This is an optimization exercise on Yosys and OpenROAD, whose aim is small area, a short achievable clock period and few clock cycles per item, not a production implementation. Only simulation tests tie the RTL to the original design; equivalence was not proved.

==> flow/design.v, too long to show whole: its modules and the start of the top module <==
// module knn_sqrt_pipeline: 59 lines
// module knn_distance: 1629 lines
// module k_nn: 143 lines
module k_nn #(
    parameter NUMBER_ELEMENTS = 6,
    parameter DATA_WIDTH = 32,
    parameter CLASS_WIDTH = 8
)(
    input  wire                     clk,
    input  wire                     rst,  
    output reg                      m_axis_tvalid,
    input  wire                     m_axis_tready,
    output wire [DATA_WIDTH-1:0]    m_axis_tdata,
    output reg                      m_axis_tlast,
    input  wire                     s_axis_tvalid,
    output wire                     s_axis_tready,
    input  wire [DATA_WIDTH-1:0]    s_axis_tdata,
    input  wire                     s_axis_tlast,
    output wire [DATA_WIDTH-1:0]    distance_result
);
  // ...
==> flow/flow/run.sh <==
#!/bin/bash
# Standard ORFS layout (the standard.sh, unchanged synthesis), with the
# resizer's setup repair aimed below the 9 ns clock: repair_timing keeps
# working until setup slack reaches SETUP_SLACK_MARGIN.
set -euo pipefail
bash standard.sh SETUP_SLACK_MARGIN=${MARGIN:-5.9} finish > standard.log 2>&1
==> flow/standard.sh <==
#!/bin/bash
# synth_recipe.tcl (not shown) runs the flow's synth.tcl, then flattens the netlist and writes it again
# the make line also repeats each setting of config.mk as NAME=value (left out here)
make -C /OpenROAD-flow-scripts/flow DESIGN_CONFIG=/design/flow/config.mk WORK_HOME=/design/flow/orfs CLKGATE_MAP_FILE= SYNTH_SCRIPT=/design/flow/synth_recipe.tcl "${@:-finish}"
==> flow/config.mk <==
export PLATFORM = sky130hd
export DESIGN_NAME = k_nn
export DESIGN_NICKNAME = k_nn
export VERILOG_FILES = /design/flow/design.v
export SDC_FILE = /design/flow/constraint.sdc
export NUM_CORES = 4
export LEC_CHECK = 0
export ABC_CLOCK_PERIOD_IN_PS = 1900
export CAP_MARGIN = 20
export CORE_MARGIN = 2
export CORE_UTILIZATION = 40
export CTS_CLUSTER_DIAMETER = 120
export CTS_CLUSTER_SIZE = 26
export SLEW_MARGIN = 20
==> flow/constraint.sdc <==
create_clock -name core_clock -period 9.0 [get_ports {clk}]
set_input_delay 1.8000 -clock core_clock [delete_from_list [all_inputs] [get_ports {clk}]]
set_output_delay 1.8000 -clock core_clock [all_outputs]
set_load 0.01 [all_outputs]
==> flow_metrics.tcl, run 1 <==
set metrics [dict create \
    critPathLaunch "kx[5]" \
    synth_xor_area_frac 0.03054 \
    layout_commonest_cell "edfxtp_1" \
    whs_path_depth 0 \
    synth_flop_cell "edfxtp_1" \
    r2r_slack_ps 5900 \
    cts.repair.resized 172 \
    top_regs "sqrt_calc.step.reg_s.sr x216, sqrt_calc.step.reg_s.qr x147, sqrt_calc.step.reg_s.rr x143" \
    finClkSkew_ps 21.24 \
    outcome "complete, no violations" \
    grt_overflow 0 \
    arrival_ps 3460 \
    yosys-top-cells-count "edfxtp_1 (838), inv_1 (419), ha_1 (274)" \
    cts_setup_buffers 67 \
    layout.nonclk_buf_frac 0.03257 \
    intPower_mw 12.07 \
    rsz0062_at_grt "true" \
    gr-usage-met3 0.01649 \
    cp.depth 14 \
    wire_per_inst_um 15.96 \
    r2r_cells 14 \
    drtIter0Drc 1527 \
    avgSynthCellArea_um2 13.05 \
    wl_um 83860 \
    cts_hold_buf 0 \
    synth_top_family_by_area "adder cells" \
    area_share_clock_buf_inv 0.02189 \
    yosysMostFrequentCell "edfxtp_1" \
    seqCellArea_um2 25860 \
]
Testbench counts, summed over its fixed seeds: cycles 7,840, queries 1,280.
==> inputs of run 2 (changes only) <==
==> flow/flow/run.sh (replaced) <==
#!/bin/bash
# Standard ORFS layout (the standard.sh, unchanged synthesis), with the
# resizer's setup repair aimed below the 9 ns clock: repair_timing keeps
# working until setup slack reaches SETUP_SLACK_MARGIN.
set -euo pipefail
bash standard.sh SETUP_SLACK_MARGIN=${MARGIN:-6.05} finish > standard.log 2>&1
==> flow_metrics.tcl, run 2 <==
set metrics [dict create \
    outcome "complete, no violations" \
    antenna_found_initial 1 \
    yosys-top-cells-area "edfxtp_1 (54%), fa_1 (8.5%), ha_1 (7.4%)" \
    r2r_slack_ps 5900 \
    crit_fanout 7 \
    fin_hold_ws_ps 405.3 \
    synth_top_area_cell "edfxtp_1" \
    cp-start-kind "flop" \
    seq_area_frac_synth 0.5563 \
    synth_top_family_by_area "adder cells" \
    grt_pass1_vias 26690 \
    top_register "sqrt_calc.step.reg_s.sr" \
    fp.dieH_um 344.8 \
    htreeDepth 2 \
    die-area_um2 118900 \
    drv_slew 0 \
    fin_area_um2 51870 \
    max_freq_mhz 322.1 \
    hp-class "flop to flop" \
    fin_nets 4257 \
    gp_congestion 0.8467 \
    synth_xor_area_frac 0.03054 \
    cts.clk_slew.worst_paths_ps 110 \
    synth-async-reset-ratio 0 \
    place_ws_ps 5022 \
    place_hpwl_um 58280 \
    drt_first_pass_iters 7 \
    yosysMostFrequentCell "edfxtp_1" \
    arrival_ps 3470 \
    relSlewSlack 0.2635 \
    final_core_util 0.4482 \
    synthCells 3560 \
    final_antenna_net_count 0 \
    route.detailed.drc 0 \
    io_pins 104 \
    grt_pass1_wl_um 136600 \
    synth_compound_area_frac 0.08603 \
    yosys-top-cells-count "edfxtp_1 (838), inv_1 (419), ha_1 (274)" \
    wl_um 84120 \
    wire_per_inst_um 15.89 \
    cts_buffer_depth 3 \
    vias 26150 \
    met1Wirelength_um 35910 \
    top_regs "sqrt_calc.step.reg_s.sr x216, sqrt_calc.step.reg_s.qr x147, sqrt_calc.step.reg_s.rr x143" \
    hold_viol_final 0 \
    area_growth_pct 11.65 \
    layout_commonest_cell "edfxtp_1" \
    fin_crit_ps 3105 \
    power_mw 19.18 \
    muxShareOfSynthArea 0.03493 \
    wl_met3_um 2632 \
    avgSynthCellArea_um2 13.05 \
    placed_area_um2 48860 \
    yosys.area_share.adder 0.1587 \
    drtIter0Drc 1477 \
    ys_seq_elements 872 \
    initial_core_util 0.4014 \
    p_leak_nw 21.29 \
    clock_latency_ps 620 \
    seqCellArea_um2 25870 \
    synth-simple-area-share 0.08635 \
    fp.dieW_um 344.8 \
    largest_reg_flops 216 \
    core_um2 115700 \
    grt_start_max_net_pins 190 \
    finClkSkew_ps 37.26 \
    crit_type "flop to flop" \
    cts_inserted_buffers 40 \
    top_layer "met4" \
    num_rows 125 \
    synth_area_um2 46450 \
    viasPerCell 4.941 \
    synth-edff-count 838 \
    yosysUniqueCellTypes 105 \
    cts_num_sinks 872 \
    required_ps 9370 \
    final_cell_mix "edfxtp_1 (838), inv_1 (407), ha_1 (258), fa_1 (186), and2_1 (178)" \
    multi_input_area_um2 19340 \
    rsz0062_at_grt "true" \
    cp-end-kind "flop" \
    cts_tree "yes" \
    root_buffer "clkbuf_16" \
    worstMarginPinSlew_ps 1105 \
    yosysWarnings 3 \
    port_buffers 73 \
    maxCapViolations 0 \
    drive_gt1_frac 0.1441 \
    met2_length_um 43220 \
    synth_top_area_share 0.5417 \
    setup_viol 0 \
    power_density_nw_per_um2 369.8 \
    grt_overflow 0 \
    fin_crit_sh 0.3450 \
    synth_flop_cell "edfxtp_1" \
    timing.final.ws_setup_ps 5895 \
    gr-usage-all-layers 0.1411 \
    fill_cells 10350 \
    antenna_cells 0 \
    ir_worst_vdd_uv 159.1 \
]
-- run 2: cells by family after synthesis --
family / Yosys count
xor gates and xnor gates: 162
other: 1
and+or+nand+nor: 775
adders and majority gates: 471
DFF: 872
AOI/OAI and AO/OA: 596
muxes: 146
buffers and inverters: 537
-- run 2: worst paths after layout --
kind,startpoint,end,cells after the start
min,sqrt_calc.step[5].reg_s.sr[0],sqrt_calc.step[6].reg_s.sr[0],0
max,kx[1],dist_calc.ax[13],14
min reg2reg,sqrt_calc.step[5].reg_s.sr[0],sqrt_calc.step[6].reg_s.sr[0],0
max reg2reg,kx[1],dist_calc.ax[13],14
-- run 2: per-stage QoR --
step,setup TNS (ps),std cells
final,0,5292
after global routing,0,5292
after CTS,0,5244
after detailed placement,0,5088
after global placement,0,5088
after floorplan,-2209750,3589
-- run 2: worst max-delay path, cell delays in order, from the launching register on --
cell	delay, ps
dfxtp_4	380
nor2_4	150
nand2_4	60
or2_4	280
ha_4	170
fa_2	370
nor2b_4	140
o21ai_4	80
o21ai_4	180
a311oi_2	140
buf_6	180
mux2_4	320
a31oi_4	190
o21ai_2	90
xnor2_1	130
-- run 2: repair_timing --
item	CTS	global route
gates cloned	2	2
endpoints found under the setup margin	379	369
hold buffers	0	0
buffers inserted	93	46
pin swaps	43	52
gates resized for setup	249	109
-- run 2: area by class of cell --
type	count	area share
multi-input cells	2182	0.3728
clock buffers	55	0.02077
clock inverters	6	0.001303
repair buffers	229	0.03848
inverters	424	0.03112
flip-flops and latches	872	0.4988
well taps	1524	0.03676
-- run 2: routing by layer --
layer / track usage / vias up
li1: - / 12820
met3: 0.01534 / 135
met2: 0.2564 / 381
met5: 0 / -
met1: 0.1745 / 12820
met4: 0.04699 / 0
-- run 2: report_power, final --
part           total [mW]  internal [mW]  switching [mW]
Clock                2.09          0.858            1.23
Sequential           7.71           6.92           0.798
Combinational        9.38           4.53            4.84

-- re-timing with driven ports --
Ports are ideal in the flow. The routed layouts listed here were re-timed in OpenROAD.
Step 1 sets driving cells, clkbuf_16 on the clock port and buf_2 on the other inputs (assumed; they add their load-dependent delay and slew).
Step 2 also shifts input and output timing later by t, the mid clock arrival at the registers, as if the neighbouring blocks saw the same clock.
Three values: ideal, step 1, step 2; two values: the first two.
| run | t, ns | setup slack, ns | hold slack, ns | worst setup path at the end | worst register clock-pin slew, ns |
|---|---|---|---|---|---|
| run 1 | 0.665 | 5.897 / 5.897 / 5.388 | 0.412 / 0.412 / 0.412 | input to register | 0.11 / 0.11 |
| run 2 | 0.674 | 5.895 / 5.895 / 5.657 | 0.405 / 0.405 / 0.405 | input to register | 0.11 / 0.11 |
After both steps every run listed still meets setup and hold. For run 1, which loses most, drivers alone change the setup slack by 0.000 ns; drivers and shift together by -0.509 ns.
